Context: an optimization exercise on an open-source flow, tuned for small area, a short achievable clock period and few clock cycles. The choices shown serve that exercise and are no tape-out recipe.
In this exercise RTL edits were held to simulation tests only and were not proved equivalent to the original.

==> design.v <==
module Multiplier(
  input  [65:0] s, c,
  input  [66:0] r0, r1, r2, r3,
  input  [3:0]  ng,
  output [73:0] so, co
);
  wire x0 = c[0] ^ s[0] ^ ng[0];
  wire y0 = (c[0] & s[0]) | (c[0] & ng[0]) | (s[0] & ng[0]);
  wire x1 = c[1] ^ s[1] ^ y0;
  wire y1 = (c[1] & s[1]) | (c[1] & y0) | (s[1] & y0);
  wire x2 = c[2] ^ s[2] ^ ng[1];
  wire y2 = (c[2] & s[2]) | (c[2] & ng[1]) | (s[2] & ng[1]);
  wire x3 = r0[2] ^ r1[0] ^ x2;
  wire y3 = (r0[2] & r1[0]) | (r0[2] & x2) | (r1[0] & x2);
  wire x4 = c[3] ^ s[3] ^ y2;
  wire y4 = (c[3] & s[3]) | (c[3] & y2) | (s[3] & y2);
  wire x5 = r0[3] ^ r1[1] ^ y3;
  wire y5 = (r0[3] & r1[1]) | (r0[3] & y3) | (r1[1] & y3);
  wire x6 = c[4] ^ s[4] ^ ng[2];
  wire y6 = (c[4] & s[4]) | (c[4] & ng[2]) | (s[4] & ng[2]);
  wire x7 = r0[4] ^ r1[2] ^ r2[0];
  wire y7 = (r0[4] & r1[2]) | (r0[4] & r2[0]) | (r1[2] & r2[0]);
  wire x8 = x6 ^ y4 ^ x7;
  wire y8 = (x6 & y4) | (x6 & x7) | (y4 & x7);
  wire x9 = c[5] ^ s[5] ^ y6;
  wire y9 = (c[5] & s[5]) | (c[5] & y6) | (s[5] & y6);
  wire x10 = r0[5] ^ r1[3] ^ r2[1];
  wire y10 = (r0[5] & r1[3]) | (r0[5] & r2[1]) | (r1[3] & r2[1]);
  wire x11 = y7 ^ x9 ^ x10;
  wire y11 = (y7 & x9) | (y7 & x10) | (x9 & x10);
  wire x12 = c[6] ^ s[6] ^ ng[3];
  wire y12 = (c[6] & s[6]) | (c[6] & ng[3]) | (s[6] & ng[3]);
  wire x13 = r0[6] ^ r1[4] ^ r2[2];
  wire y13 = (r0[6] & r1[4]) | (r0[6] & r2[2]) | (r1[4] & r2[2]);
  wire x14 = r3[0] ^ x12 ^ y9;
  wire y14 = (r3[0] & x12) | (r3[0] & y9) | (x12 & y9);
  wire x15 = y10 ^ x13 ^ x14;
  wire y15 = (y10 & x13) | (y10 & x14) | (x13 & x14);
  wire x16 = c[7] ^ s[7] ^ y12;
  wire y16 = (c[7] & s[7]) | (c[7] & y12) | (s[7] & y12);
  wire x17 = r0[7] ^ r1[5] ^ r2[3];
  wire y17 = (r0[7] & r1[5]) | (r0[7] & r2[3]) | (r1[5] & r2[3]);
  wire x18 = r3[1] ^ y13 ^ x16;
  wire y18 = (r3[1] & y13) | (r3[1] & x16) | (y13 & x16);
  wire x19 = x17 ^ y14 ^ x18;
  wire y19 = (x17 & y14) | (x17 & x18) | (y14 & x18);
  wire x20 = c[8] ^ s[8] ^ r0[8];
  wire y20 = (c[8] & s[8]) | (c[8] & r0[8]) | (s[8] & r0[8]);
  wire x21 = r1[6] ^ r2[4] ^ r3[2];
  wire y21 = (r1[6] & r2[4]) | (r1[6] & r3[2]) | (r2[4] & r3[2]);
  wire x22 = y16 ^ y17 ^ x20;
  wire y22 = (y16 & y17) | (y16 & x20) | (y17 & x20);
  wire x23 = x21 ^ y18 ^ x22;
  wire y23 = (x21 & y18) | (x21 & x22) | (y18 & x22);
  wire x24 = c[9] ^ s[9] ^ r0[9];
  wire y24 = (c[9] & s[9]) | (c[9] & r0[9]) | (s[9] & r0[9]);
  wire x25 = r1[7] ^ r2[5] ^ r3[3];
  wire y25 = (r1[7] & r2[5]) | (r1[7] & r3[3]) | (r2[5] & r3[3]);
  wire x26 = y20 ^ y21 ^ x24;
  wire y26 = (y20 & y21) | (y20 & x24) | (y21 & x24);
  wire x27 = x25 ^ y22 ^ x26;
  wire y27 = (x25 & y22) | (x25 & x26) | (y22 & x26);
  wire x28 = c[10] ^ s[10] ^ r0[10];
  wire y28 = (c[10] & s[10]) | (c[10] & r0[10]) | (s[10] & r0[10]);
  wire x29 = r1[8] ^ r2[6] ^ r3[4];
  wire y29 = (r1[8] & r2[6]) | (r1[8] & r3[4]) | (r2[6] & r3[4]);
  wire x30 = y24 ^ y25 ^ x28;
  wire y30 = (y24 & y25) | (y24 & x28) | (y25 & x28);
  wire x31 = x29 ^ y26 ^ x30;
  wire y31 = (x29 & y26) | (x29 & x30) | (y26 & x30);
  wire x32 = c[11] ^ s[11] ^ r0[11];
  wire y32 = (c[11] & s[11]) | (c[11] & r0[11]) | (s[11] & r0[11]);
  wire x33 = r1[9] ^ r2[7] ^ r3[5];
  wire y33 = (r1[9] & r2[7]) | (r1[9] & r3[5]) | (r2[7] & r3[5]);
  wire x34 = y28 ^ y29 ^ x32;
  wire y34 = (y28 & y29) | (y28 & x32) | (y29 & x32);
  wire x35 = x33 ^ y30 ^ x34;
  wire y35 = (x33 & y30) | (x33 & x34) | (y30 & x34);
  wire x36 = c[12] ^ s[12] ^ r0[12];
  wire y36 = (c[12] & s[12]) | (c[12] & r0[12]) | (s[12] & r0[12]);
  wire x37 = r1[10] ^ r2[8] ^ r3[6];
  wire y37 = (r1[10] & r2[8]) | (r1[10] & r3[6]) | (r2[8] & r3[6]);
  wire x38 = y32 ^ y33 ^ x36;
  wire y38 = (y32 & y33) | (y32 & x36) | (y33 & x36);
  wire x39 = x37 ^ y34 ^ x38;
  wire y39 = (x37 & y34) | (x37 & x38) | (y34 & x38);
  wire x40 = c[13] ^ s[13] ^ r0[13];
  wire y40 = (c[13] & s[13]) | (c[13] & r0[13]) | (s[13] & r0[13]);
  wire x41 = r1[11] ^ r2[9] ^ r3[7];
  wire y41 = (r1[11] & r2[9]) | (r1[11] & r3[7]) | (r2[9] & r3[7]);
  wire x42 = y36 ^ y37 ^ x40;
  wire y42 = (y36 & y37) | (y36 & x40) | (y37 & x40);
  wire x43 = x41 ^ y38 ^ x42;
  wire y43 = (x41 & y38) | (x41 & x42) | (y38 & x42);
  wire x44 = c[14] ^ s[14] ^ r0[14];
  wire y44 = (c[14] & s[14]) | (c[14] & r0[14]) | (s[14] & r0[14]);
  wire x45 = r1[12] ^ r2[10] ^ r3[8];
  wire y45 = (r1[12] & r2[10]) | (r1[12] & r3[8]) | (r2[10] & r3[8]);
  wire x46 = y40 ^ y41 ^ x44;
  wire y46 = (y40 & y41) | (y40 & x44) | (y41 & x44);
  wire x47 = x45 ^ y42 ^ x46;
  wire y47 = (x45 & y42) | (x45 & x46) | (y42 & x46);
  wire x48 = c[15] ^ s[15] ^ r0[15];
  wire y48 = (c[15] & s[15]) | (c[15] & r0[15]) | (s[15] & r0[15]);
  wire x49 = r1[13] ^ r2[11] ^ r3[9];
  wire y49 = (r1[13] & r2[11]) | (r1[13] & r3[9]) | (r2[11] & r3[9]);
  wire x50 = y44 ^ y45 ^ x48;
  wire y50 = (y44 & y45) | (y44 & x48) | (y45 & x48);
  wire x51 = x49 ^ y46 ^ x50;
  wire y51 = (x49 & y46) | (x49 & x50) | (y46 & x50);
  wire x52 = c[16] ^ s[16] ^ r0[16];
  wire y52 = (c[16] & s[16]) | (c[16] & r0[16]) | (s[16] & r0[16]);
  wire x53 = r1[14] ^ r2[12] ^ r3[10];
  wire y53 = (r1[14] & r2[12]) | (r1[14] & r3[10]) | (r2[12] & r3[10]);
  wire x54 = y48 ^ y49 ^ x52;
  wire y54 = (y48 & y49) | (y48 & x52) | (y49 & x52);
  wire x55 = x53 ^ y50 ^ x54;
  wire y55 = (x53 & y50) | (x53 & x54) | (y50 & x54);
  wire x56 = c[17] ^ s[17] ^ r0[17];
  wire y56 = (c[17] & s[17]) | (c[17] & r0[17]) | (s[17] & r0[17]);
  wire x57 = r1[15] ^ r2[13] ^ r3[11];
  wire y57 = (r1[15] & r2[13]) | (r1[15] & r3[11]) | (r2[13] & r3[11]);
  wire x58 = y52 ^ y53 ^ x56;
  wire y58 = (y52 & y53) | (y52 & x56) | (y53 & x56);
  wire x59 = x57 ^ y54 ^ x58;
  wire y59 = (x57 & y54) | (x57 & x58) | (y54 & x58);
  wire x60 = c[18] ^ s[18] ^ r0[18];
  wire y60 = (c[18] & s[18]) | (c[18] & r0[18]) | (s[18] & r0[18]);
  wire x61 = r1[16] ^ r2[14] ^ r3[12];
  wire y61 = (r1[16] & r2[14]) | (r1[16] & r3[12]) | (r2[14] & r3[12]);
  wire x62 = y56 ^ y57 ^ x60;
  wire y62 = (y56 & y57) | (y56 & x60) | (y57 & x60);
  wire x63 = x61 ^ y58 ^ x62;
  wire y63 = (x61 & y58) | (x61 & x62) | (y58 & x62);
  wire x64 = c[19] ^ s[19] ^ r0[19];
  wire y64 = (c[19] & s[19]) | (c[19] & r0[19]) | (s[19] & r0[19]);
  wire x65 = r1[17] ^ r2[15] ^ r3[13];
  wire y65 = (r1[17] & r2[15]) | (r1[17] & r3[13]) | (r2[15] & r3[13]);
  wire x66 = y60 ^ y61 ^ x64;
  wire y66 = (y60 & y61) | (y60 & x64) | (y61 & x64);
  wire x67 = x65 ^ y62 ^ x66;
  wire y67 = (x65 & y62) | (x65 & x66) | (y62 & x66);
  wire x68 = c[20] ^ s[20] ^ r0[20];
  wire y68 = (c[20] & s[20]) | (c[20] & r0[20]) | (s[20] & r0[20]);
  wire x69 = r1[18] ^ r2[16] ^ r3[14];
  wire y69 = (r1[18] & r2[16]) | (r1[18] & r3[14]) | (r2[16] & r3[14]);
  wire x70 = y64 ^ y65 ^ x68;
  wire y70 = (y64 & y65) | (y64 & x68) | (y65 & x68);
  wire x71 = x69 ^ y66 ^ x70;
  wire y71 = (x69 & y66) | (x69 & x70) | (y66 & x70);
  wire x72 = c[21] ^ s[21] ^ r0[21];
  wire y72 = (c[21] & s[21]) | (c[21] & r0[21]) | (s[21] & r0[21]);
  wire x73 = r1[19] ^ r2[17] ^ r3[15];
  wire y73 = (r1[19] & r2[17]) | (r1[19] & r3[15]) | (r2[17] & r3[15]);
  wire x74 = y68 ^ y69 ^ x72;
  wire y74 = (y68 & y69) | (y68 & x72) | (y69 & x72);
  wire x75 = x73 ^ y70 ^ x74;
  wire y75 = (x73 & y70) | (x73 & x74) | (y70 & x74);
  wire x76 = c[22] ^ s[22] ^ r0[22];
  wire y76 = (c[22] & s[22]) | (c[22] & r0[22]) | (s[22] & r0[22]);
  wire x77 = r1[20] ^ r2[18] ^ r3[16];
  wire y77 = (r1[20] & r2[18]) | (r1[20] & r3[16]) | (r2[18] & r3[16]);
  wire x78 = y72 ^ y73 ^ x76;
  wire y78 = (y72 & y73) | (y72 & x76) | (y73 & x76);
  wire x79 = x77 ^ y74 ^ x78;
  wire y79 = (x77 & y74) | (x77 & x78) | (y74 & x78);
  wire x80 = c[23] ^ s[23] ^ r0[23];
  wire y80 = (c[23] & s[23]) | (c[23] & r0[23]) | (s[23] & r0[23]);
  wire x81 = r1[21] ^ r2[19] ^ r3[17];
  wire y81 = (r1[21] & r2[19]) | (r1[21] & r3[17]) | (r2[19] & r3[17]);
  wire x82 = y76 ^ y77 ^ x80;
  wire y82 = (y76 & y77) | (y76 & x80) | (y77 & x80);
  wire x83 = x81 ^ y78 ^ x82;
  wire y83 = (x81 & y78) | (x81 & x82) | (y78 & x82);
  wire x84 = c[24] ^ s[24] ^ r0[24];
  wire y84 = (c[24] & s[24]) | (c[24] & r0[24]) | (s[24] & r0[24]);
  wire x85 = r1[22] ^ r2[20] ^ r3[18];
  wire y85 = (r1[22] & r2[20]) | (r1[22] & r3[18]) | (r2[20] & r3[18]);
  wire x86 = y80 ^ y81 ^ x84;
  wire y86 = (y80 & y81) | (y80 & x84) | (y81 & x84);
  wire x87 = x85 ^ y82 ^ x86;
  wire y87 = (x85 & y82) | (x85 & x86) | (y82 & x86);
  wire x88 = c[25] ^ s[25] ^ r0[25];
  wire y88 = (c[25] & s[25]) | (c[25] & r0[25]) | (s[25] & r0[25]);
  wire x89 = r1[23] ^ r2[21] ^ r3[19];
  wire y89 = (r1[23] & r2[21]) | (r1[23] & r3[19]) | (r2[21] & r3[19]);
  wire x90 = y84 ^ y85 ^ x88;
  wire y90 = (y84 & y85) | (y84 & x88) | (y85 & x88);
  wire x91 = x89 ^ y86 ^ x90;
  wire y91 = (x89 & y86) | (x89 & x90) | (y86 & x90);
  wire x92 = c[26] ^ s[26] ^ r0[26];
  wire y92 = (c[26] & s[26]) | (c[26] & r0[26]) | (s[26] & r0[26]);
  wire x93 = r1[24] ^ r2[22] ^ r3[20];
  wire y93 = (r1[24] & r2[22]) | (r1[24] & r3[20]) | (r2[22] & r3[20]);
  wire x94 = y88 ^ y89 ^ x92;
  wire y94 = (y88 & y89) | (y88 & x92) | (y89 & x92);
  wire x95 = x93 ^ y90 ^ x94;
  wire y95 = (x93 & y90) | (x93 & x94) | (y90 & x94);
  wire x96 = c[27] ^ s[27] ^ r0[27];
  wire y96 = (c[27] & s[27]) | (c[27] & r0[27]) | (s[27] & r0[27]);
  wire x97 = r1[25] ^ r2[23] ^ r3[21];
  wire y97 = (r1[25] & r2[23]) | (r1[25] & r3[21]) | (r2[23] & r3[21]);
  wire x98 = y92 ^ y93 ^ x96;
  wire y98 = (y92 & y93) | (y92 & x96) | (y93 & x96);
  wire x99 = x97 ^ y94 ^ x98;
  wire y99 = (x97 & y94) | (x97 & x98) | (y94 & x98);
  wire x100 = c[28] ^ s[28] ^ r0[28];
  wire y100 = (c[28] & s[28]) | (c[28] & r0[28]) | (s[28] & r0[28]);
  wire x101 = r1[26] ^ r2[24] ^ r3[22];
  wire y101 = (r1[26] & r2[24]) | (r1[26] & r3[22]) | (r2[24] & r3[22]);
  wire x102 = y96 ^ y97 ^ x100;
  wire y102 = (y96 & y97) | (y96 & x100) | (y97 & x100);
  wire x103 = x101 ^ y98 ^ x102;
  wire y103 = (x101 & y98) | (x101 & x102) | (y98 & x102);
  wire x104 = c[29] ^ s[29] ^ r0[29];
  wire y104 = (c[29] & s[29]) | (c[29] & r0[29]) | (s[29] & r0[29]);
  wire x105 = r1[27] ^ r2[25] ^ r3[23];
  wire y105 = (r1[27] & r2[25]) | (r1[27] & r3[23]) | (r2[25] & r3[23]);
  wire x106 = y100 ^ y101 ^ x104;
  wire y106 = (y100 & y101) | (y100 & x104) | (y101 & x104);
  wire x107 = x105 ^ y102 ^ x106;
  wire y107 = (x105 & y102) | (x105 & x106) | (y102 & x106);
  wire x108 = c[30] ^ s[30] ^ r0[30];
  wire y108 = (c[30] & s[30]) | (c[30] & r0[30]) | (s[30] & r0[30]);
  wire x109 = r1[28] ^ r2[26] ^ r3[24];
  wire y109 = (r1[28] & r2[26]) | (r1[28] & r3[24]) | (r2[26] & r3[24]);
  wire x110 = y104 ^ y105 ^ x108;
  wire y110 = (y104 & y105) | (y104 & x108) | (y105 & x108);
  wire x111 = x109 ^ y106 ^ x110;
  wire y111 = (x109 & y106) | (x109 & x110) | (y106 & x110);
  wire x112 = c[31] ^ s[31] ^ r0[31];
  wire y112 = (c[31] & s[31]) | (c[31] & r0[31]) | (s[31] & r0[31]);
  wire x113 = r1[29] ^ r2[27] ^ r3[25];
  wire y113 = (r1[29] & r2[27]) | (r1[29] & r3[25]) | (r2[27] & r3[25]);
  wire x114 = y108 ^ y109 ^ x112;
  wire y114 = (y108 & y109) | (y108 & x112) | (y109 & x112);
  wire x115 = x113 ^ y110 ^ x114;
  wire y115 = (x113 & y110) | (x113 & x114) | (y110 & x114);
  wire x116 = c[32] ^ s[32] ^ r0[32];
  wire y116 = (c[32] & s[32]) | (c[32] & r0[32]) | (s[32] & r0[32]);
  wire x117 = r1[30] ^ r2[28] ^ r3[26];
  wire y117 = (r1[30] & r2[28]) | (r1[30] & r3[26]) | (r2[28] & r3[26]);
  wire x118 = y112 ^ y113 ^ x116;
  wire y118 = (y112 & y113) | (y112 & x116) | (y113 & x116);
  wire x119 = x117 ^ y114 ^ x118;
  wire y119 = (x117 & y114) | (x117 & x118) | (y114 & x118);
  wire x120 = c[33] ^ s[33] ^ r0[33];
  wire y120 = (c[33] & s[33]) | (c[33] & r0[33]) | (s[33] & r0[33]);
  wire x121 = r1[31] ^ r2[29] ^ r3[27];
  wire y121 = (r1[31] & r2[29]) | (r1[31] & r3[27]) | (r2[29] & r3[27]);
  wire x122 = y116 ^ y117 ^ x120;
  wire y122 = (y116 & y117) | (y116 & x120) | (y117 & x120);
  wire x123 = x121 ^ y118 ^ x122;
  wire y123 = (x121 & y118) | (x121 & x122) | (y118 & x122);
  wire x124 = c[34] ^ s[34] ^ r0[34];
  wire y124 = (c[34] & s[34]) | (c[34] & r0[34]) | (s[34] & r0[34]);
  wire x125 = r1[32] ^ r2[30] ^ r3[28];
  wire y125 = (r1[32] & r2[30]) | (r1[32] & r3[28]) | (r2[30] & r3[28]);
  wire x126 = y120 ^ y121 ^ x124;
  wire y126 = (y120 & y121) | (y120 & x124) | (y121 & x124);
  wire x127 = x125 ^ y122 ^ x126;
  wire y127 = (x125 & y122) | (x125 & x126) | (y122 & x126);
  wire x128 = c[35] ^ s[35] ^ r0[35];
  wire y128 = (c[35] & s[35]) | (c[35] & r0[35]) | (s[35] & r0[35]);
  wire x129 = r1[33] ^ r2[31] ^ r3[29];
  wire y129 = (r1[33] & r2[31]) | (r1[33] & r3[29]) | (r2[31] & r3[29]);
  wire x130 = y124 ^ y125 ^ x128;
  wire y130 = (y124 & y125) | (y124 & x128) | (y125 & x128);
  wire x131 = x129 ^ y126 ^ x130;
  wire y131 = (x129 & y126) | (x129 & x130) | (y126 & x130);
  wire x132 = c[36] ^ s[36] ^ r0[36];
  wire y132 = (c[36] & s[36]) | (c[36] & r0[36]) | (s[36] & r0[36]);
  wire x133 = r1[34] ^ r2[32] ^ r3[30];
  wire y133 = (r1[34] & r2[32]) | (r1[34] & r3[30]) | (r2[32] & r3[30]);
  wire x134 = y128 ^ y129 ^ x132;
  wire y134 = (y128 & y129) | (y128 & x132) | (y129 & x132);
  wire x135 = x133 ^ y130 ^ x134;
  wire y135 = (x133 & y130) | (x133 & x134) | (y130 & x134);
  wire x136 = c[37] ^ s[37] ^ r0[37];
  wire y136 = (c[37] & s[37]) | (c[37] & r0[37]) | (s[37] & r0[37]);
  wire x137 = r1[35] ^ r2[33] ^ r3[31];
  wire y137 = (r1[35] & r2[33]) | (r1[35] & r3[31]) | (r2[33] & r3[31]);
  wire x138 = y132 ^ y133 ^ x136;
  wire y138 = (y132 & y133) | (y132 & x136) | (y133 & x136);
  wire x139 = x137 ^ y134 ^ x138;
  wire y139 = (x137 & y134) | (x137 & x138) | (y134 & x138);
  wire x140 = c[38] ^ s[38] ^ r0[38];
  wire y140 = (c[38] & s[38]) | (c[38] & r0[38]) | (s[38] & r0[38]);
  wire x141 = r1[36] ^ r2[34] ^ r3[32];
  wire y141 = (r1[36] & r2[34]) | (r1[36] & r3[32]) | (r2[34] & r3[32]);
  wire x142 = y136 ^ y137 ^ x140;
  wire y142 = (y136 & y137) | (y136 & x140) | (y137 & x140);
  wire x143 = x141 ^ y138 ^ x142;
  wire y143 = (x141 & y138) | (x141 & x142) | (y138 & x142);
  wire x144 = c[39] ^ s[39] ^ r0[39];
  wire y144 = (c[39] & s[39]) | (c[39] & r0[39]) | (s[39] & r0[39]);
  wire x145 = r1[37] ^ r2[35] ^ r3[33];
  wire y145 = (r1[37] & r2[35]) | (r1[37] & r3[33]) | (r2[35] & r3[33]);
  wire x146 = y140 ^ y141 ^ x144;
  wire y146 = (y140 & y141) | (y140 & x144) | (y141 & x144);
  wire x147 = x145 ^ y142 ^ x146;
  wire y147 = (x145 & y142) | (x145 & x146) | (y142 & x146);
  wire x148 = c[40] ^ s[40] ^ r0[40];
  wire y148 = (c[40] & s[40]) | (c[40] & r0[40]) | (s[40] & r0[40]);
  wire x149 = r1[38] ^ r2[36] ^ r3[34];
  wire y149 = (r1[38] & r2[36]) | (r1[38] & r3[34]) | (r2[36] & r3[34]);
  wire x150 = y144 ^ y145 ^ x148;
  wire y150 = (y144 & y145) | (y144 & x148) | (y145 & x148);
  wire x151 = x149 ^ y146 ^ x150;
  wire y151 = (x149 & y146) | (x149 & x150) | (y146 & x150);
  wire x152 = c[41] ^ s[41] ^ r0[41];
  wire y152 = (c[41] & s[41]) | (c[41] & r0[41]) | (s[41] & r0[41]);
  wire x153 = r1[39] ^ r2[37] ^ r3[35];
  wire y153 = (r1[39] & r2[37]) | (r1[39] & r3[35]) | (r2[37] & r3[35]);
  wire x154 = y148 ^ y149 ^ x152;
  wire y154 = (y148 & y149) | (y148 & x152) | (y149 & x152);
  wire x155 = x153 ^ y150 ^ x154;
  wire y155 = (x153 & y150) | (x153 & x154) | (y150 & x154);
  wire x156 = c[42] ^ s[42] ^ r0[42];
  wire y156 = (c[42] & s[42]) | (c[42] & r0[42]) | (s[42] & r0[42]);
  wire x157 = r1[40] ^ r2[38] ^ r3[36];
  wire y157 = (r1[40] & r2[38]) | (r1[40] & r3[36]) | (r2[38] & r3[36]);
  wire x158 = y152 ^ y153 ^ x156;
  wire y158 = (y152 & y153) | (y152 & x156) | (y153 & x156);
  wire x159 = x157 ^ y154 ^ x158;
  wire y159 = (x157 & y154) | (x157 & x158) | (y154 & x158);
  wire x160 = c[43] ^ s[43] ^ r0[43];
  wire y160 = (c[43] & s[43]) | (c[43] & r0[43]) | (s[43] & r0[43]);
  wire x161 = r1[41] ^ r2[39] ^ r3[37];
  wire y161 = (r1[41] & r2[39]) | (r1[41] & r3[37]) | (r2[39] & r3[37]);
  wire x162 = y156 ^ y157 ^ x160;
  wire y162 = (y156 & y157) | (y156 & x160) | (y157 & x160);
  wire x163 = x161 ^ y158 ^ x162;
  wire y163 = (x161 & y158) | (x161 & x162) | (y158 & x162);
  wire x164 = c[44] ^ s[44] ^ r0[44];
  wire y164 = (c[44] & s[44]) | (c[44] & r0[44]) | (s[44] & r0[44]);
  wire x165 = r1[42] ^ r2[40] ^ r3[38];
  wire y165 = (r1[42] & r2[40]) | (r1[42] & r3[38]) | (r2[40] & r3[38]);
  wire x166 = y160 ^ y161 ^ x164;
  wire y166 = (y160 & y161) | (y160 & x164) | (y161 & x164);
  wire x167 = x165 ^ y162 ^ x166;
  wire y167 = (x165 & y162) | (x165 & x166) | (y162 & x166);
  wire x168 = c[45] ^ s[45] ^ r0[45];
  wire y168 = (c[45] & s[45]) | (c[45] & r0[45]) | (s[45] & r0[45]);
  wire x169 = r1[43] ^ r2[41] ^ r3[39];
  wire y169 = (r1[43] & r2[41]) | (r1[43] & r3[39]) | (r2[41] & r3[39]);
  wire x170 = y164 ^ y165 ^ x168;
  wire y170 = (y164 & y165) | (y164 & x168) | (y165 & x168);
  wire x171 = x169 ^ y166 ^ x170;
  wire y171 = (x169 & y166) | (x169 & x170) | (y166 & x170);
  wire x172 = c[46] ^ s[46] ^ r0[46];
  wire y172 = (c[46] & s[46]) | (c[46] & r0[46]) | (s[46] & r0[46]);
  wire x173 = r1[44] ^ r2[42] ^ r3[40];
  wire y173 = (r1[44] & r2[42]) | (r1[44] & r3[40]) | (r2[42] & r3[40]);
  wire x174 = y168 ^ y169 ^ x172;
  wire y174 = (y168 & y169) | (y168 & x172) | (y169 & x172);
  wire x175 = x173 ^ y170 ^ x174;
  wire y175 = (x173 & y170) | (x173 & x174) | (y170 & x174);
  wire x176 = c[47] ^ s[47] ^ r0[47];
  wire y176 = (c[47] & s[47]) | (c[47] & r0[47]) | (s[47] & r0[47]);
  wire x177 = r1[45] ^ r2[43] ^ r3[41];
  wire y177 = (r1[45] & r2[43]) | (r1[45] & r3[41]) | (r2[43] & r3[41]);
  wire x178 = y172 ^ y173 ^ x176;
  wire y178 = (y172 & y173) | (y172 & x176) | (y173 & x176);
  wire x179 = x177 ^ y174 ^ x178;
  wire y179 = (x177 & y174) | (x177 & x178) | (y174 & x178);
  wire x180 = c[48] ^ s[48] ^ r0[48];
  wire y180 = (c[48] & s[48]) | (c[48] & r0[48]) | (s[48] & r0[48]);
  wire x181 = r1[46] ^ r2[44] ^ r3[42];
  wire y181 = (r1[46] & r2[44]) | (r1[46] & r3[42]) | (r2[44] & r3[42]);
  wire x182 = y176 ^ y177 ^ x180;
  wire y182 = (y176 & y177) | (y176 & x180) | (y177 & x180);
  wire x183 = x181 ^ y178 ^ x182;
  wire y183 = (x181 & y178) | (x181 & x182) | (y178 & x182);
  wire x184 = c[49] ^ s[49] ^ r0[49];
  wire y184 = (c[49] & s[49]) | (c[49] & r0[49]) | (s[49] & r0[49]);
  wire x185 = r1[47] ^ r2[45] ^ r3[43];
  wire y185 = (r1[47] & r2[45]) | (r1[47] & r3[43]) | (r2[45] & r3[43]);
  wire x186 = y180 ^ y181 ^ x184;
  wire y186 = (y180 & y181) | (y180 & x184) | (y181 & x184);
  wire x187 = x185 ^ y182 ^ x186;
  wire y187 = (x185 & y182) | (x185 & x186) | (y182 & x186);
  wire x188 = c[50] ^ s[50] ^ r0[50];
  wire y188 = (c[50] & s[50]) | (c[50] & r0[50]) | (s[50] & r0[50]);
  wire x189 = r1[48] ^ r2[46] ^ r3[44];
  wire y189 = (r1[48] & r2[46]) | (r1[48] & r3[44]) | (r2[46] & r3[44]);
  wire x190 = y184 ^ y185 ^ x188;
  wire y190 = (y184 & y185) | (y184 & x188) | (y185 & x188);
  wire x191 = x189 ^ y186 ^ x190;
  wire y191 = (x189 & y186) | (x189 & x190) | (y186 & x190);
  wire x192 = c[51] ^ s[51] ^ r0[51];
  wire y192 = (c[51] & s[51]) | (c[51] & r0[51]) | (s[51] & r0[51]);
  wire x193 = r1[49] ^ r2[47] ^ r3[45];
  wire y193 = (r1[49] & r2[47]) | (r1[49] & r3[45]) | (r2[47] & r3[45]);
  wire x194 = y188 ^ y189 ^ x192;
  wire y194 = (y188 & y189) | (y188 & x192) | (y189 & x192);
  wire x195 = x193 ^ y190 ^ x194;
  wire y195 = (x193 & y190) | (x193 & x194) | (y190 & x194);
  wire x196 = c[52] ^ s[52] ^ r0[52];
  wire y196 = (c[52] & s[52]) | (c[52] & r0[52]) | (s[52] & r0[52]);
  wire x197 = r1[50] ^ r2[48] ^ r3[46];
  wire y197 = (r1[50] & r2[48]) | (r1[50] & r3[46]) | (r2[48] & r3[46]);
  wire x198 = y192 ^ y193 ^ x196;
  wire y198 = (y192 & y193) | (y192 & x196) | (y193 & x196);
  wire x199 = x197 ^ y194 ^ x198;
  wire y199 = (x197 & y194) | (x197 & x198) | (y194 & x198);
  wire x200 = c[53] ^ s[53] ^ r0[53];
  wire y200 = (c[53] & s[53]) | (c[53] & r0[53]) | (s[53] & r0[53]);
  wire x201 = r1[51] ^ r2[49] ^ r3[47];
  wire y201 = (r1[51] & r2[49]) | (r1[51] & r3[47]) | (r2[49] & r3[47]);
  wire x202 = y196 ^ y197 ^ x200;
  wire y202 = (y196 & y197) | (y196 & x200) | (y197 & x200);
  wire x203 = x201 ^ y198 ^ x202;
  wire y203 = (x201 & y198) | (x201 & x202) | (y198 & x202);
  wire x204 = c[54] ^ s[54] ^ r0[54];
  wire y204 = (c[54] & s[54]) | (c[54] & r0[54]) | (s[54] & r0[54]);
  wire x205 = r1[52] ^ r2[50] ^ r3[48];
  wire y205 = (r1[52] & r2[50]) | (r1[52] & r3[48]) | (r2[50] & r3[48]);
  wire x206 = y200 ^ y201 ^ x204;
  wire y206 = (y200 & y201) | (y200 & x204) | (y201 & x204);
  wire x207 = x205 ^ y202 ^ x206;
  wire y207 = (x205 & y202) | (x205 & x206) | (y202 & x206);
  wire x208 = c[55] ^ s[55] ^ r0[55];
  wire y208 = (c[55] & s[55]) | (c[55] & r0[55]) | (s[55] & r0[55]);
  wire x209 = r1[53] ^ r2[51] ^ r3[49];
  wire y209 = (r1[53] & r2[51]) | (r1[53] & r3[49]) | (r2[51] & r3[49]);
  wire x210 = y204 ^ y205 ^ x208;
  wire y210 = (y204 & y205) | (y204 & x208) | (y205 & x208);
  wire x211 = x209 ^ y206 ^ x210;
  wire y211 = (x209 & y206) | (x209 & x210) | (y206 & x210);
  wire x212 = c[56] ^ s[56] ^ r0[56];
  wire y212 = (c[56] & s[56]) | (c[56] & r0[56]) | (s[56] & r0[56]);
  wire x213 = r1[54] ^ r2[52] ^ r3[50];
  wire y213 = (r1[54] & r2[52]) | (r1[54] & r3[50]) | (r2[52] & r3[50]);
  wire x214 = y208 ^ y209 ^ x212;
  wire y214 = (y208 & y209) | (y208 & x212) | (y209 & x212);
  wire x215 = x213 ^ y210 ^ x214;
  wire y215 = (x213 & y210) | (x213 & x214) | (y210 & x214);
  wire x216 = c[57] ^ s[57] ^ r0[57];
  wire y216 = (c[57] & s[57]) | (c[57] & r0[57]) | (s[57] & r0[57]);
  wire x217 = r1[55] ^ r2[53] ^ r3[51];
  wire y217 = (r1[55] & r2[53]) | (r1[55] & r3[51]) | (r2[53] & r3[51]);
  wire x218 = y212 ^ y213 ^ x216;
  wire y218 = (y212 & y213) | (y212 & x216) | (y213 & x216);
  wire x219 = x217 ^ y214 ^ x218;
  wire y219 = (x217 & y214) | (x217 & x218) | (y214 & x218);
  wire x220 = c[58] ^ s[58] ^ r0[58];
  wire y220 = (c[58] & s[58]) | (c[58] & r0[58]) | (s[58] & r0[58]);
  wire x221 = r1[56] ^ r2[54] ^ r3[52];
  wire y221 = (r1[56] & r2[54]) | (r1[56] & r3[52]) | (r2[54] & r3[52]);
  wire x222 = y216 ^ y217 ^ x220;
  wire y222 = (y216 & y217) | (y216 & x220) | (y217 & x220);
  wire x223 = x221 ^ y218 ^ x222;
  wire y223 = (x221 & y218) | (x221 & x222) | (y218 & x222);
  wire x224 = c[59] ^ s[59] ^ r0[59];
  wire y224 = (c[59] & s[59]) | (c[59] & r0[59]) | (s[59] & r0[59]);
  wire x225 = r1[57] ^ r2[55] ^ r3[53];
  wire y225 = (r1[57] & r2[55]) | (r1[57] & r3[53]) | (r2[55] & r3[53]);
  wire x226 = y220 ^ y221 ^ x224;
  wire y226 = (y220 & y221) | (y220 & x224) | (y221 & x224);
  wire x227 = x225 ^ y222 ^ x226;
  wire y227 = (x225 & y222) | (x225 & x226) | (y222 & x226);
  wire x228 = c[60] ^ s[60] ^ r0[60];
  wire y228 = (c[60] & s[60]) | (c[60] & r0[60]) | (s[60] & r0[60]);
  wire x229 = r1[58] ^ r2[56] ^ r3[54];
  wire y229 = (r1[58] & r2[56]) | (r1[58] & r3[54]) | (r2[56] & r3[54]);
  wire x230 = y224 ^ y225 ^ x228;
  wire y230 = (y224 & y225) | (y224 & x228) | (y225 & x228);
  wire x231 = x229 ^ y226 ^ x230;
  wire y231 = (x229 & y226) | (x229 & x230) | (y226 & x230);
  wire x232 = c[61] ^ s[61] ^ r0[61];
  wire y232 = (c[61] & s[61]) | (c[61] & r0[61]) | (s[61] & r0[61]);
  wire x233 = r1[59] ^ r2[57] ^ r3[55];
  wire y233 = (r1[59] & r2[57]) | (r1[59] & r3[55]) | (r2[57] & r3[55]);
  wire x234 = y228 ^ y229 ^ x232;
  wire y234 = (y228 & y229) | (y228 & x232) | (y229 & x232);
  wire x235 = x233 ^ y230 ^ x234;
  wire y235 = (x233 & y230) | (x233 & x234) | (y230 & x234);
  wire x236 = c[62] ^ s[62] ^ r0[62];
  wire y236 = (c[62] & s[62]) | (c[62] & r0[62]) | (s[62] & r0[62]);
  wire x237 = r1[60] ^ r2[58] ^ r3[56];
  wire y237 = (r1[60] & r2[58]) | (r1[60] & r3[56]) | (r2[58] & r3[56]);
  wire x238 = y232 ^ y233 ^ x236;
  wire y238 = (y232 & y233) | (y232 & x236) | (y233 & x236);
  wire x239 = x237 ^ y234 ^ x238;
  wire y239 = (x237 & y234) | (x237 & x238) | (y234 & x238);
  wire x240 = c[63] ^ s[63] ^ r0[63];
  wire y240 = (c[63] & s[63]) | (c[63] & r0[63]) | (s[63] & r0[63]);
  wire x241 = r1[61] ^ r2[59] ^ r3[57];
  wire y241 = (r1[61] & r2[59]) | (r1[61] & r3[57]) | (r2[59] & r3[57]);
  wire x242 = y236 ^ y237 ^ x240;
  wire y242 = (y236 & y237) | (y236 & x240) | (y237 & x240);
  wire x243 = x241 ^ y238 ^ x242;
  wire y243 = (x241 & y238) | (x241 & x242) | (y238 & x242);
  wire x244 = c[64] ^ s[64] ^ r0[64];
  wire y244 = (c[64] & s[64]) | (c[64] & r0[64]) | (s[64] & r0[64]);
  wire x245 = r1[62] ^ r2[60] ^ r3[58];
  wire y245 = (r1[62] & r2[60]) | (r1[62] & r3[58]) | (r2[60] & r3[58]);
  wire x246 = y240 ^ y241 ^ x244;
  wire y246 = (y240 & y241) | (y240 & x244) | (y241 & x244);
  wire x247 = x245 ^ y242 ^ x246;
  wire y247 = (x245 & y242) | (x245 & x246) | (y242 & x246);
  wire x248 = c[65] ^ s[65] ^ r0[65];
  wire y248 = (c[65] & s[65]) | (c[65] & r0[65]) | (s[65] & r0[65]);
  wire x249 = r1[63] ^ r2[61] ^ r3[59];
  wire y249 = (r1[63] & r2[61]) | (r1[63] & r3[59]) | (r2[61] & r3[59]);
  wire x250 = y244 ^ y245 ^ x248;
  wire y250 = (y244 & y245) | (y244 & x248) | (y245 & x248);
  wire x251 = x249 ^ y246 ^ x250;
  wire y251 = (x249 & y246) | (x249 & x250) | (y246 & x250);
  wire x252 = r0[66] ^ r1[64] ^ r2[62];
  wire y252 = (r0[66] & r1[64]) | (r0[66] & r2[62]) | (r1[64] & r2[62]);
  wire x253 = r3[60] ^ y248 ^ y249;
  wire y253 = (r3[60] & y248) | (r3[60] & y249) | (y248 & y249);
  wire x254 = x252 ^ x253 ^ y250;
  wire y254 = (x252 & x253) | (x252 & y250) | (x253 & y250);
  wire x255 = r1[65] ^ r2[63] ^ r3[61];
  wire y255 = (r1[65] & r2[63]) | (r1[65] & r3[61]) | (r2[63] & r3[61]);
  wire x256 = y252 ^ x255 ^ y253;
  wire y256 = (y252 & x255) | (y252 & y253) | (x255 & y253);
  wire x257 = r1[66] ^ r2[64] ^ r3[62];
  wire y257 = (r1[66] & r2[64]) | (r1[66] & r3[62]) | (r2[64] & r3[62]);
  wire x258 = y255 ^ x257 ^ y256;
  wire y258 = (y255 & x257) | (y255 & y256) | (x257 & y256);
  wire x259 = r2[65] ^ r3[63] ^ y257;
  wire y259 = (r2[65] & r3[63]) | (r2[65] & y257) | (r3[63] & y257);
  wire x260 = r2[66] ^ r3[64] ^ y259;
  wire y260 = (r2[66] & r3[64]) | (r2[66] & y259) | (r3[64] & y259);
  assign so[0] = r0[0];
  assign co[0] = x0;
  assign so[1] = r0[1];
  assign co[1] = x1;
  assign so[2] = y1;
  assign co[2] = x3;
  assign so[3] = x4;
  assign co[3] = x5;
  assign so[4] = y5;
  assign co[4] = x8;
  assign so[5] = y8;
  assign co[5] = x11;
  assign so[6] = y11;
  assign co[6] = x15;
  assign so[7] = y15;
  assign co[7] = x19;
  assign so[8] = y19;
  assign co[8] = x23;
  assign so[9] = y23;
  assign co[9] = x27;
  assign so[10] = y27;
  assign co[10] = x31;
  assign so[11] = y31;
  assign co[11] = x35;
  assign so[12] = y35;
  assign co[12] = x39;
  assign so[13] = y39;
  assign co[13] = x43;
  assign so[14] = y43;
  assign co[14] = x47;
  assign so[15] = y47;
  assign co[15] = x51;
  assign so[16] = y51;
  assign co[16] = x55;
  assign so[17] = y55;
  assign co[17] = x59;
  assign so[18] = y59;
  assign co[18] = x63;
  assign so[19] = y63;
  assign co[19] = x67;
  assign so[20] = y67;
  assign co[20] = x71;
  assign so[21] = y71;
  assign co[21] = x75;
  assign so[22] = y75;
  assign co[22] = x79;
  assign so[23] = y79;
  assign co[23] = x83;
  assign so[24] = y83;
  assign co[24] = x87;
  assign so[25] = y87;
  assign co[25] = x91;
  assign so[26] = y91;
  assign co[26] = x95;
  assign so[27] = y95;
  assign co[27] = x99;
  assign so[28] = y99;
  assign co[28] = x103;
  assign so[29] = y103;
  assign co[29] = x107;
  assign so[30] = y107;
  assign co[30] = x111;
  assign so[31] = y111;
  assign co[31] = x115;
  assign so[32] = y115;
  assign co[32] = x119;
  assign so[33] = y119;
  assign co[33] = x123;
  assign so[34] = y123;
  assign co[34] = x127;
  assign so[35] = y127;
  assign co[35] = x131;
  assign so[36] = y131;
  assign co[36] = x135;
  assign so[37] = y135;
  assign co[37] = x139;
  assign so[38] = y139;
  assign co[38] = x143;
  assign so[39] = y143;
  assign co[39] = x147;
  assign so[40] = y147;
  assign co[40] = x151;
  assign so[41] = y151;
  assign co[41] = x155;
  assign so[42] = y155;
  assign co[42] = x159;
  assign so[43] = y159;
  assign co[43] = x163;
  assign so[44] = y163;
  assign co[44] = x167;
  assign so[45] = y167;
  assign co[45] = x171;
  assign so[46] = y171;
  assign co[46] = x175;
  assign so[47] = y175;
  assign co[47] = x179;
  assign so[48] = y179;
  assign co[48] = x183;
  assign so[49] = y183;
  assign co[49] = x187;
  assign so[50] = y187;
  assign co[50] = x191;
  assign so[51] = y191;
  assign co[51] = x195;
  assign so[52] = y195;
  assign co[52] = x199;
  assign so[53] = y199;
  assign co[53] = x203;
  assign so[54] = y203;
  assign co[54] = x207;
  assign so[55] = y207;
  assign co[55] = x211;
  assign so[56] = y211;
  assign co[56] = x215;
  assign so[57] = y215;
  assign co[57] = x219;
  assign so[58] = y219;
  assign co[58] = x223;
  assign so[59] = y223;
  assign co[59] = x227;
  assign so[60] = y227;
  assign co[60] = x231;
  assign so[61] = y231;
  assign co[61] = x235;
  assign so[62] = y235;
  assign co[62] = x239;
  assign so[63] = y239;
  assign co[63] = x243;
  assign so[64] = y243;
  assign co[64] = x247;
  assign so[65] = y247;
  assign co[65] = x251;
  assign so[66] = x254;
  assign co[66] = y251;
  assign so[67] = x256;
  assign co[67] = y254;
  assign so[68] = x258;
  assign co[68] = 1'b0;
  assign so[69] = x259;
  assign co[69] = y258;
  assign so[70] = x260;
  assign co[70] = 1'b0;
  assign so[71] = r3[65];
  assign co[71] = y260;
  assign so[72] = r3[66];
  assign co[72] = 1'b0;
  assign so[73] = 1'b0;
  assign co[73] = 1'b0;
endmodule
module MDU(
  input         clock,
                reset,
                io_in_valid,
  input  [63:0] io_in_bits_src1,
                io_in_bits_src2,
  input  [6:0]  io_in_bits_func,
  output        io_out_valid,
  output [63:0] io_out_bits
);
  localparam IDLE = 0, MUL = 1, MFIN = 2, PREP = 3, ALIGN = 4, ITER = 5, DFIN = 6,
             MFAST = 7;
  reg  [7:0]  st;
  reg         vld;
  reg  [64:0] A;
  reg  [63:0] B;
  reg  [65:0] S, C;
  reg  [6:0]  cnt;
  reg         cy;       
  reg         fhigh;    
  reg         fword;    
  reg         fsign;    
  reg         frem;     
  reg  [3:0]  bone, btwo, bneg;   
  reg         msa;      
  reg         msb;      
  reg         fsel;     
  reg         finv;     
  reg         fmq;      
  reg         nA, nB;   
  reg         fres;     
  reg         aneg;     
  reg         qneg;     
  assign io_out_valid = vld;
  assign io_out_bits  = C[63:0];
  function automatic [63:0] sext32(input [63:0] x);
    sext32 = {{32{x[31]}}, x[31:0]};
  endfunction
  function automatic [6:0] width64(input [63:0] x);
    reg [63:0]  v, nv;
    reg [383:0] p, np;   
    integer k, i;
    begin
      v = x;
      p = 384'd0;
      for (k = 0; k < 6; k = k + 1) begin
        nv = 64'd0;
        np = 384'd0;
        for (i = 0; i < 32; i = i + 1) begin
          nv[i] = v[2*i+1] | v[2*i];
          np[i*(k+1) +: 7] = v[2*i+1] ? ((p[(2*i+1)*k +: 6] & ((7'd1 << k) - 7'd1)) | (7'd1 << k))
                                      :  (p[(2*i)*k +: 6] & ((7'd1 << k) - 7'd1));
        end
        v = nv;
        p = np;
      end
      width64 = v[0] ? {1'b0, p[5:0]} + 7'd1 : 7'd0;
    end
  endfunction
  wire [3:0]  f      = io_in_bits_func[3:0];
  wire        in_div = f[2];
  wire        in_w   = f[3];
  wire        in_sgn = ~f[0];
  wire [63:0] in_a_div = in_w ? {{32{in_sgn & io_in_bits_src1[31]}}, io_in_bits_src1[31:0]}
                              : io_in_bits_src1;
  wire [63:0] in_b_div = in_w ? {{32{in_sgn & io_in_bits_src2[31]}}, io_in_bits_src2[31:0]}
                              : io_in_bits_src2;
  wire [63:0] in_b_mul = in_w ? sext32(io_in_bits_src2) : io_in_bits_src2;
  function automatic [11:0] booth4(input [8:0] w);
    integer k;
    reg b0, b1, b2;
    begin
      for (k = 0; k < 4; k = k + 1) begin
        b0 = w[2*k]; b1 = w[2*k+1]; b2 = w[2*k+2];
        booth4[k]     = b1 ^ b0;                                 
        booth4[4+k]   = (b2 & ~b1 & ~b0) | (~b2 & b1 & b0);      
        booth4[8+k]   = b2 & ~(b1 & b0);                         
      end
    end
  endfunction
  wire        ninth = fhigh & cnt[3];
  wire [64:0] As    = {msa & A[63], A[63:0]};
  wire [66:0] row [0:3];
  genvar j;
  generate
    for (j = 0; j < 4; j = j + 1) begin : booth
      wire [65:0] m = ({66{bone[j]}} & {As[64], As}) | ({66{btwo[j]}} & {As, 1'b0});
      wire [65:0] x = m ^ {66{bneg[j]}};
      assign row[j] = {~x[65], x};
    end
  endgenerate
  localparam [66:0] NBIAS4 = {5'd0, 62'h2AAA_AAAA_AAAA_AAAB};
  wire [66:0] row1 = ninth ? NBIAS4 : row[1];
  wire [7:0]  hsum  = {1'b0, wA} + {1'b0, wB};
  wire        hfast = fhigh & (cnt == 7'd0) & (hsum <= 8'd62);
  wire [73:0] so, co;
  Multiplier csa (
    .s(S), .c(C), .r0(row[0]), .r1(row1), .r2(row[2]), .r3(row[3]),
    .ng(bneg), .so(so), .co(co)
  );
  wire [8:0]  lowsum = {1'b0, so[7:0]} + {1'b0, co[7:0]} + {8'd0, cy};
  wire        mlast  = fhigh ? ninth : ((&B[63:7]) | ~(|B[63:7]));
  wire        bfill  = fhigh ? (msb & B[63]) : B[63];
  wire [63:0] Bnext  = {{8{bfill}}, B[63:8]};
  wire        p_aneg = nB;
  wire        p_bneg = nA;
  wire [6:0]  wB     = width64(B ^ {64{nB}});
  wire [6:0]  wA     = width64(A[63:0] ^ {64{nA}});
  wire [6:0]  p_wa   = wB + {6'd0, nB};
  wire [6:0]  p_wb   = wA;
  wire [7:0]  p_d    = {1'b0, p_wa} - {1'b0, p_wb};
  wire        p_bz   = ~(|A[63:0]);
  wire        p_q0   = p_d[7];
  wire [63:0] p_rema = fword ? sext32(B) : B;
  wire [65:0] it_sum = S + ({1'b0, A} ^ {66{~S[65]}}) + {65'd0, ~S[65]};
  wire        it_q1  = ~it_sum[65];
  wire [63:0] it_q   = {B[62:0], it_q1};
  wire [63:0] fa_p   = (fsel ? B : S[63:0]) ^ {64{finv}};
  wire [63:0] fa_q   = fmq ? C[63:0] : 64'd0;
  wire        fa_c   = fmq ? cy : finv;
  wire [63:0] fa_sum = fa_p + fa_q + {63'd0, fa_c};
  always @(posedge clock) begin
    if (reset) begin
      st   <= 8'd1 << IDLE;
      vld  <= 1'b0;
      fsel <= 1'b0;
      finv <= 1'b0;
      fmq  <= 1'b0;
    end else begin
      vld  <= 1'b0;
      fsel <= 1'b0;
      finv <= 1'b0;
      fmq  <= 1'b0;
      st   <= 8'd0;
      if (st[IDLE]) begin
        if (io_in_valid & ~vld) begin
          if (in_div) begin
            st[PREP] <= 1'b1;
            fsel     <= 1'b1;
            finv     <= in_sgn & in_a_div[63];
          end else
            st[MUL] <= 1'b1;
        end else
          st[IDLE] <= 1'b1;
      end
      if (st[MUL]) begin
        if (hfast)
          st[MFAST] <= 1'b1;
        else if (mlast) begin
          st[MFIN] <= 1'b1;
          fmq      <= 1'b1;
        end else
          st[MUL] <= 1'b1;
      end
      if (st[MFIN] | st[MFAST]) begin
        vld      <= 1'b1;
        st[IDLE] <= 1'b1;
      end
      if (st[PREP]) begin
        if (p_bz | p_q0) begin
          vld      <= 1'b1;
          st[IDLE] <= 1'b1;
        end else if (p_d[6:0] == 7'd0)
          st[ITER] <= 1'b1;
        else
          st[ALIGN] <= 1'b1;
      end
      if (st[ALIGN]) st[ITER] <= 1'b1;
      if (st[ITER]) begin
        if (cnt == 7'd0) begin
          if (frem | qneg) begin
            st[DFIN] <= 1'b1;
            fsel     <= ~frem;
            finv     <= frem ? aneg : qneg;
          end else begin
            vld      <= 1'b1;
            st[IDLE] <= 1'b1;
          end
        end else
          st[ITER] <= 1'b1;
      end
      if (st[DFIN]) begin
        if (frem & S[65])
          st[DFIN] <= 1'b1;   
        else begin
          vld      <= 1'b1;
          st[IDLE] <= 1'b1;
        end
        fsel <= fsel;
        finv <= finv;
      end
    end
  end
  always @(posedge clock) begin
    if (st[IDLE]) begin
      cnt   <= 7'd0;
      cy    <= 1'b0;
      S     <= {in_div & ~(in_sgn & in_b_div[63]), 65'd0};
      C     <= 66'd0;
      fword <= in_w;
      fsign <= in_sgn;
      frem  <= f[1];
      fhigh <= ~in_w & (f[1] | f[0]);
      msa   <= f[1] ^ f[0];
      msb   <= ~f[1] & f[0];
      if (in_div) begin
        nA <= in_sgn & in_b_div[63];
        nB <= in_sgn & in_a_div[63];
      end else begin
        nA <= (f[1] ^ f[0]) & io_in_bits_src1[63];
        nB <= ~f[1] & f[0] & io_in_bits_src2[63];
      end
      {bneg, btwo, bone} <= booth4({in_b_mul[7:0], 1'b0});
      if (in_div) begin
        A <= {1'b0, in_b_div};
        B <= in_a_div;
      end else begin
        A <= {1'b0, io_in_bits_src1};
        B <= in_b_mul;
      end
    end
    if (st[MUL]) begin
      if (fhigh & ~ninth) begin
        S  <= so[73:8];
        C  <= co[73:8];
        cy <= lowsum[8];
      end else begin
        S  <= so[65:0];
        C  <= co[65:0];
      end
      if (~fhigh)
        A <= {1'b0, A[55:0], 8'd0};
      B   <= Bnext;
      {bneg, btwo, bone} <= booth4(B[15:7]);
      fres <= (nA ^ nB) & (|A[63:0]) & (|B);
      cnt <= cnt + 7'd1;
    end
    if (st[MFIN] | st[DFIN]) C <= {2'b0, fword ? sext32(fa_sum) : fa_sum};
    if (st[DFIN]) S <= it_sum;   
    if (st[MFAST]) C <= {2'b0, {64{fres}}};
    if (st[PREP]) begin
      aneg <= p_aneg;
      qneg <= p_aneg ^ p_bneg;
      cnt  <= p_d[6:0];
      S    <= {2'b0, fa_sum};
      A    <= {1'b0, it_sum[63:0]};
      B    <= 64'd0;
      C    <= {2'b0, frem ? p_rema : {64{p_bz}}};
    end
    if (st[ALIGN]) A <= A << cnt;
    if (st[ITER]) begin
      S <= it_sum;
      B <= it_q;
      if (cnt != 7'd0) A <= A >> 1;
      C   <= {2'b0, fword ? sext32(it_q) : it_q};
      cnt <= cnt - 7'd1;
    end
  end
endmodule
==> flow/run.sh <==
#!/bin/bash
set -euo pipefail
bash standard.sh SETUP_SLACK_MARGIN=8 finish > standard_flow.log 2>&1
==> standard.sh <==
#!/bin/bash
# synth_recipe.tcl (not shown) runs the flow's synth.tcl, then flattens the netlist and writes it again
# the make line also repeats each setting of config.mk as NAME=value (left out here)
make -C /OpenROAD-flow-scripts/flow DESIGN_CONFIG=/design/flow/config.mk WORK_HOME=/design/flow/orfs CLKGATE_MAP_FILE= SYNTH_SCRIPT=/design/flow/synth_recipe.tcl "${@:-finish}"
==> config.mk <==
export PLATFORM = sky130hd
export DESIGN_NAME = MDU
export DESIGN_NICKNAME = MDU
export VERILOG_FILES = /design/flow/design.v
export SDC_FILE = /design/flow/constraint.sdc
export NUM_CORES = 4
export LEC_CHECK = 0
export ABC_CLOCK_PERIOD_IN_PS = 4000
export CAP_MARGIN = 20
export CORE_MARGIN = 2
export CORE_UTILIZATION = 60
export PLACE_DENSITY = 0.72
export SLEW_MARGIN = 20
==> constraint.sdc <==
create_clock -name core_clock -period 13.0 [get_ports {clock}]
set_input_delay 2.6000 -clock core_clock [delete_from_list [all_inputs] [get_ports {clock}]]
set_output_delay 2.6000 -clock core_clock [all_outputs]
set_load 0.01 [all_outputs]
==> impl_metrics.csv, run 1 <==
group,metric,value,unit
layout,fin_nets,6711,
timing,rsz0062_at_grt,"yes",
layout,syn2layout_area_growth,10.15,%
timing,setup_tns,0,ns
global_route,grt_pass1_vias,50910,
yosys,synth_ff_type,"edfxtp_1",
min_path,min_to,"cy",
yosys,avgSynthCellArea,7.787,sq um
cts,clock_latency,0.62,ns
floorplanning,io_pins,203,
detailed_routing,drtPass1Iterations,13,
yosys,syn-cell-area,49420,sq um
global_route,antenna_found_initial,11,
global_route,global_route.overflow_total,0,
min_path,min_from,"cy",
floorplanning,core,81850,sq um
yosys,yosys_warnings,1,
yosys,synth-seq-cells,302,
layout,layout_common_cells,"nand2_1, a21oi_1, xnor2_1",
yosys,yosys-top-cells-area,"edfxtp_1, fa_1, xnor2_1",
min_path,hp-class,"reg -> reg",
place,portBuffers,199,
yosys,yosys.area.top_type_share,0.1355,
worst_setup_path,critPathKind,"reg -> reg",
timing,worst_pin_slew,1.263,ns
cts,clock-sinks,302,
detailed_routing,vias_per_cell,7.555,
worst_setup_path,required,13.48,ns
worst_setup_path,worst_setup_path_end_kind,"flop",
detailed_routing,ant_nets,0,
flow_run,drv_cap,0,
worst_setup_path,setup.worst_path.start_class,"flop",
detailed_routing,wirelength,244300,um
yosys,yosysSeqAreaShare,0.1675,
yosys,async_reset_ff_frac,0,
floorplanning,die_w,291.0,um
cts,cts_hold_buffers,0,
cts,htreeDepth,2,
timing,finalCritPeriodShare,0.3913,
timing,relSlewSlack,0.1572,
layout,final_common_cell,"nand2_1",
worst_setup_path,crit_fanout,5,
timing,min_period,5.086,ns
yosys,ys_types,101,
worst_setup_path,rr_worst_depth,24,
global_route,track_usage,0.5521,
worst_setup_path,r2r_slack,7.91,ns
detailed_routing,wl_per_cell,33.69,um
cts,clk_pin_slew_worst_paths,0.06,ns
yosys,syn_nets,6917,
yosys,synth_top_cell_by_area,"edfxtp_1",
place,dp_hpwl,175600,um
worst_setup_path,reg2reg_to,"vld",
timing,timing.final.max_slew_violations,0,
floorplanning,row_count,105,
layout,regArea,8315,sq um
timing,max_freq,0.1966,GHz
layout,drive_gt1_frac,0.09720,
global_route,grt_first_pass_wirelength,346100,um
floorplanning,die_h,291.0,um
place,gp_congestion,1.096,
worst_setup_path,worstPathArrival,5.57,ns
worst_setup_path,rr_startpoint,"B[57]",
yosys,synth_edf_count,223,
timing,finalSetupViolations,0,
cts,ctsRootBufferMaster,"clkbuf_16",
layout,nFillCells,7098,
cts,clk_path_buf_depth,3,
timing,hold_viol_final,0,
global_route,grt_max_degree,88,
detailed_routing,vias,54780,
min_path,hold_path_depth,2,
outcome,outcome,"finished clean",
floorplanning,start_util,0.6038,
cts,numCtsBuffers,43,
yosys,syn_inst,6346,
floorplanning,die_area,84670,sq um
detailed_routing,drtIter0Drc,10240,
cts,cts_tree,"yes",
detailed_routing,post-route-drc-count,0,
layout,multiInputGateArea,37820,sq um
timing,skew,0.02512,ns
## registers in the layout, summed over array words and instances, names as in the netlist, 4 cells and up
signal,flops
B,64
C,66
cnt,7
S,66
bneg,4
bone,4
A,65
st,8
btwo,4
## area by class of cell
cell class              count  share of cell area
multi-input cells        5002              0.6948
flip-flops and latches    302              0.1528
repair buffers            474             0.07965
well taps                1070             0.02459
inverters                 317             0.02186
clock buffers              56             0.02181
clock inverters            22            0.004160
diodes                      8           0.0003678
## timing repair
item / in CTS / in global routing
buffers inserted: 67 / 31
setup endpoints to repair: 129 / 70
gates cloned: 0 / 2
pin swaps: 13 / 28
resized for setup: 91 / 101
## critical path, cell delays in order, from the launching register on
cell and delay (ns):
edfxtp_1 0.54, buf_4 0.24, nand4_1 0.32, mux2i_4 0.28, and2_4 0.19, and3b_4 0.22
nand3_4 0.15, nor4_4 0.36, a21oi_2 0.11, buf_6 0.17, ha_4 0.26, nor2b_4 0.23
ha_4 0.25, ha_1 0.28, nor2b_4 0.13, o21ai_2 0.07, a21oi_2 0.13, o21ai_1 0.07
nand2b_1 0.12, a21oi_2 0.07, nor2b_1 0.17, o21a_1 0.19, inv_2 0.06, a221oi_4 0.27
nor2_1 0.07
## worst max path at each step
stage                        from  endpoint  slack (ns)  cells past startpoint
6_report                    B[57]       vld        7.91                     24
5_1_grt                     B[58]     st[1]        7.80                     25
4_1_cts                     st[2]     C[52]        7.99                     15
3_5_place_dp                st[2]     C[52]        6.63                     14
3_3_place_gp                st[2]     C[52]        6.71                     14
2_1_floorplan  io_in_bits_func[2]     B[56]        8.07                      7
## cell families after synthesis
logic type	after synthesis	share of synthesized area
xor gates and xnor gates	537	0.09518
AOI/OAI and AO/OA	1962	0.2618
DFF	302	0.1675
and+or+nand+nor	1739	0.1628
buffers and inverters	1042	0.08510
muxes	331	0.07758
adders and majority gates	433	0.1500
## per-stage QoR
step | instances | cell area [sq um] | utilization | hold slack [ns] | worst slack, ns
final | 7251 | 54430 | 0.6651 | 0.5321 | 7.914
after floorplan | 6346 | 49420 | - | 0.4534 | 8.066
after global routing | 7245 | 54420 | 0.6649 | 0.5835 | 7.796
after global placement | 7064 | 51180 | 0.6253 | 0.5083 | 6.707
after CTS | 7209 | 53580 | 0.6546 | 0.5276 | 7.994
after detailed placement | 7064 | 51190 | 0.6254 | 0.5188 | 6.628
## metal layers
metal / wire length, um / track usage / up-vias
met3: 47570 / 0.2908 / 1368
met2: 92550 / 0.7479 / 5569
met5: 177 / 0.006807 / -
met4: 21260 / 0.3326 / 18
li1: - / - / 22250
met1: 82710 / 0.6872 / 25580
## Yosys cell counts (all sizes together), types with 37 or more instances
cell	count
nand2b	73
fa	266
inv	315
nor2b	101
a31oi	59
mux2i	258
nor3	68
edfxtp	223
nand3	76
buf	212
o21ai	414
a32oi	75
o31ai	42
a21oi	482
a211oi	78
xnor2	396
o22ai	49
clkbuf	513
nor2	406
nand2	712
a21o	91
xor2	141
and2	83
ha	167
nand4	67
o221ai	74
a22oi	301
mux4	37
dfxtp	79
Testbench counts, summed over its fixed seeds: cycles 15,629.
==> run 2: changes to the inputs <==
--- a/config.mk
+++ b/config.mk
@@ -9,5 +9,4 @@
 export CAP_MARGIN = 20
 export CORE_MARGIN = 2
-export CORE_UTILIZATION = 60
-export PLACE_DENSITY = 0.72
+export CORE_UTILIZATION = 40
 export SLEW_MARGIN = 20
==> impl_metrics.csv, run 2 <==
group,metric,value,unit
timing,relSlewSlack,0.1152,
yosys,synth_edf_count,223,
worst_setup_path,setup.worst_path.start_class,"input port",
layout,nFillCells,12160,
floorplanning,die_area,126400,sq um
yosys,synth_top_family_by_area,"compound AO/OA/AOI/OAI gates",
min_path,min_from,"cy",
yosys,synthSimpleGateAreaFrac,0.1628,
yosys,syn-cell-area,49420,sq um
timing,worst_pin_slew,1.322,ns
min_path,min_to,"cy",
cts,clock_latency,0.67,ns
cts,clk_pin_slew_worst_paths,0.06,ns
global_route,grt_first_pass_wirelength,364500,um
min_path,hold_path_depth,2,
worst_setup_path,rr_worst_depth,12,
yosys,syn_inst,6346,
layout,regArea,8312,sq um
cts,htreeDepth,2,
floorplanning,start_util,0.4044,
outcome,outcome,"finished clean",
timing,rsz0062_at_grt,"yes",
worst_setup_path,crit_fanout,86,
yosys,ys_types,101,
global_route,antenna_found_initial,12,
min_path,hp-class,"reg -> reg",
yosys,synth.most_common_cell,"nand2_1",
place,post-place-ws,6.713,ns
global_route,grt_max_degree,122,
worst_setup_path,critPathKind,"in -> reg",
place,gp_congestion,1.053,
layout,drive_gt1_frac,0.1041,
timing,skew,0.02768,ns
yosys,async_reset_ff_frac,0,
detailed_routing,wirelength,259800,um
global_route,busiest_layer,"met2",
place,portBuffers,199,
worst_setup_path,rr_startpoint,"bneg[0]",
cts,ctsRootBufferMaster,"clkbuf_16",
layout,layout_common_cells,"nand2_1, a21oi_1, o21ai_0, xnor2_1, nor2_1",
detailed_routing,vias,53660,
timing,finalCritPeriodShare,0.3864,
cts,clk_path_buf_depth,3,
yosys,yosys.area.top_type_share,0.1355,
timing,setup_tns,0,ns
timing,max_freq,0.1991,GHz
floorplanning,die_w,355.5,um
global_route,grtUsageMet3,0.1583,
worst_setup_path,reg2reg_to,"C[33]",
cts,cts_tree,"yes",
yosys,synthAdderAreaFrac,0.1500,
global_route,grtUsageMet1,0.5178,
detailed_routing,wl_per_cell,33.22,um
layout,multiInputGateArea,38010,sq um
yosys,synth_ff_type,"edfxtp_1",
timing,finalSetupViolations,0,
yosys,synth-seq-cells,302,
cts,cts_hold_buffers,0,
yosys,synth-compound-area-share,0.2618,
yosys,synth_common_cells,"nand2_1, clkbuf_1, a21oi_1, nor2_1, o21ai_0",
detailed_routing,vias_per_cell,6.860,
worst_setup_path,required,13.50,ns
global_route,grt_pass1_vias,50310,
global_route,global_route.overflow_total,0,
yosys,avgSynthCellArea,7.787,sq um
timing,timing.final.max_slew_violations,0,
layout,reg_top3,"C: 66 flops, S: 66 flops, A: 65 flops",
timing,finalWorstSetupSlack,7.976,ns
yosys,yosys_warnings,1,
detailed_routing,post-route-drc-count,0,
yosys,yosysSeqAreaShare,0.1675,
floorplanning,die_h,355.5,um
worst_setup_path,r2r_slack,7.99,ns
timing,min_period,5.024,ns
yosys,yosys-top-cells-area,"edfxtp_1, fa_1, xnor2_1",
yosys,yosys.area_share.xor_xnor,0.09518,
cts,numCtsBuffers,43,
detailed_routing,drtIter0Drc,9118,
yosys,syn_nets,6917,
flow_run,drv_cap,0,
detailed_routing,ant_nets,0,
timing,hold_viol_final,0,
detailed_routing,drtPass1Iterations,7,
global_route,grt.met2_usage,0.5488,
worst_setup_path,worstPathArrival,5.53,ns
worst_setup_path,worst_setup_path_end_kind,"flop",
global_route,track_usage,0.3958,
floorplanning,row_count,128,
floorplanning,core,122200,sq um
layout,fin_nets,6732,
place,dp_hpwl,184700,um
layout,final_common_cell,"nand2_1",
yosys,synthMuxAreaShare,0.07758,
floorplanning,io_pins,203,
yosys,synth_top_cell_by_area,"edfxtp_1",
layout,syn2layout_area_growth,12.51,%
cts,clock-sinks,302,
==> run 2: cell counts after synthesis <==
Identical to the previous run, type by type.
==> run 2: cells by family after synthesis <==
kind of cell | count (synthesis)
mux | 331
compound gates | 1962
flops | 302
xor+xnor | 537
buf+inv | 1042
fa+ha+maj | 433
simple gates | 1739
==> run 2: worst max path at each step <==
stage | start | endpoint | slack (ns) | depth (start not counted)
detailed placement | st[2] | S[62] | 6.71 | 16
global route | B[47] | vld | 7.79 | 23
floorplan | io_in_bits_func[2] | B[56] | 8.07 | 7
global placement | fsel | C[45] | 6.50 | 14
CTS | st[2] | S[62] | 7.97 | 17
finish | io_in_bits_func[2] | A[24] | 7.98 | 10
==> run 2: worst max-delay path, cell delays in order <==
cell	delay [ns]
clkbuf_8	0.57
buf_8	0.47
mux2i_2	0.68
a211oi_1	0.16
a21oi_1	0.16
nor2_1	0.07
a21oi_1	0.32
o22ai_1	0.19
nand2_1	0.11
o21ai_0	0.08
==> run 2: per-stage QoR <==
step | util | hold WS (ns) | instances | cell area (sq um)
detailed placement | 0.4258 | 0.5237 | 7632 | 52040
CTS | 0.4480 | 0.5435 | 7782 | 54740
global placement | 0.4257 | 0.5190 | 7631 | 52020
global route | 0.4550 | 0.5614 | 7820 | 55600
finish | 0.4550 | 0.5458 | 7821 | 55600
floorplan | - | 0.4534 | 6346 | 49420
==> run 2: layout make-up <==
cell class              count  area share
inverters                 317     0.02140
flip-flops and latches    302      0.1495
repair buffers            495     0.08178
clock buffers              54     0.02158
well taps                1625     0.03657
multi-input cells        5002      0.6836
clock inverters            25    0.005491
diodes                      1  0.00004501
==> run 2: routing by layer <==
metal	share of wire	wire length (um)	vias up
met5	0.00014	36	-
met4	0.072	18610	6
met3	0.17	43430	917
met2	0.39	102300	4531
met1	0.37	95510	25920
li1	-	-	22290
==> run 2: timing repair <==
action	4_1_cts	5_1_grt
buffers inserted	70	37
resized for setup	113	102
gates cloned	1	1
pin swaps	10	44
endpoints found under the setup margin	116	65

==> afterwards: timing with drivers on the ports <==
The results above use ideal ports. As a check the final layouts listed here were re-extracted and re-timed, cells and wires unchanged.
Step 1 assumes that a clkbuf_16 drives the clock port and a buf_2 every other input.
Step 2 times the ports against the registers' clock, not the clock port: input delays grow and output delays shrink by t, the midpoint of the rising clock arrivals with the driver on.
Slacks: ideal ports / drivers / drivers and shift; pairs: ideal ports / drivers.
| run | shift t [ns] | slack for setup (ns) | worst slew at a driven data input, ns |
|---|---|---|---|
| run 1 | 0.685 | 7.914 / 7.914 / 7.408 | 0.16 |
| run 2 | 0.734 | 7.976 / 7.992 / 7.283 | 0.20 |
After both steps every run listed still meets setup and hold. For run 2, which loses most, drivers alone change the setup slack by +0.016 ns; drivers and shift together by -0.693 ns.
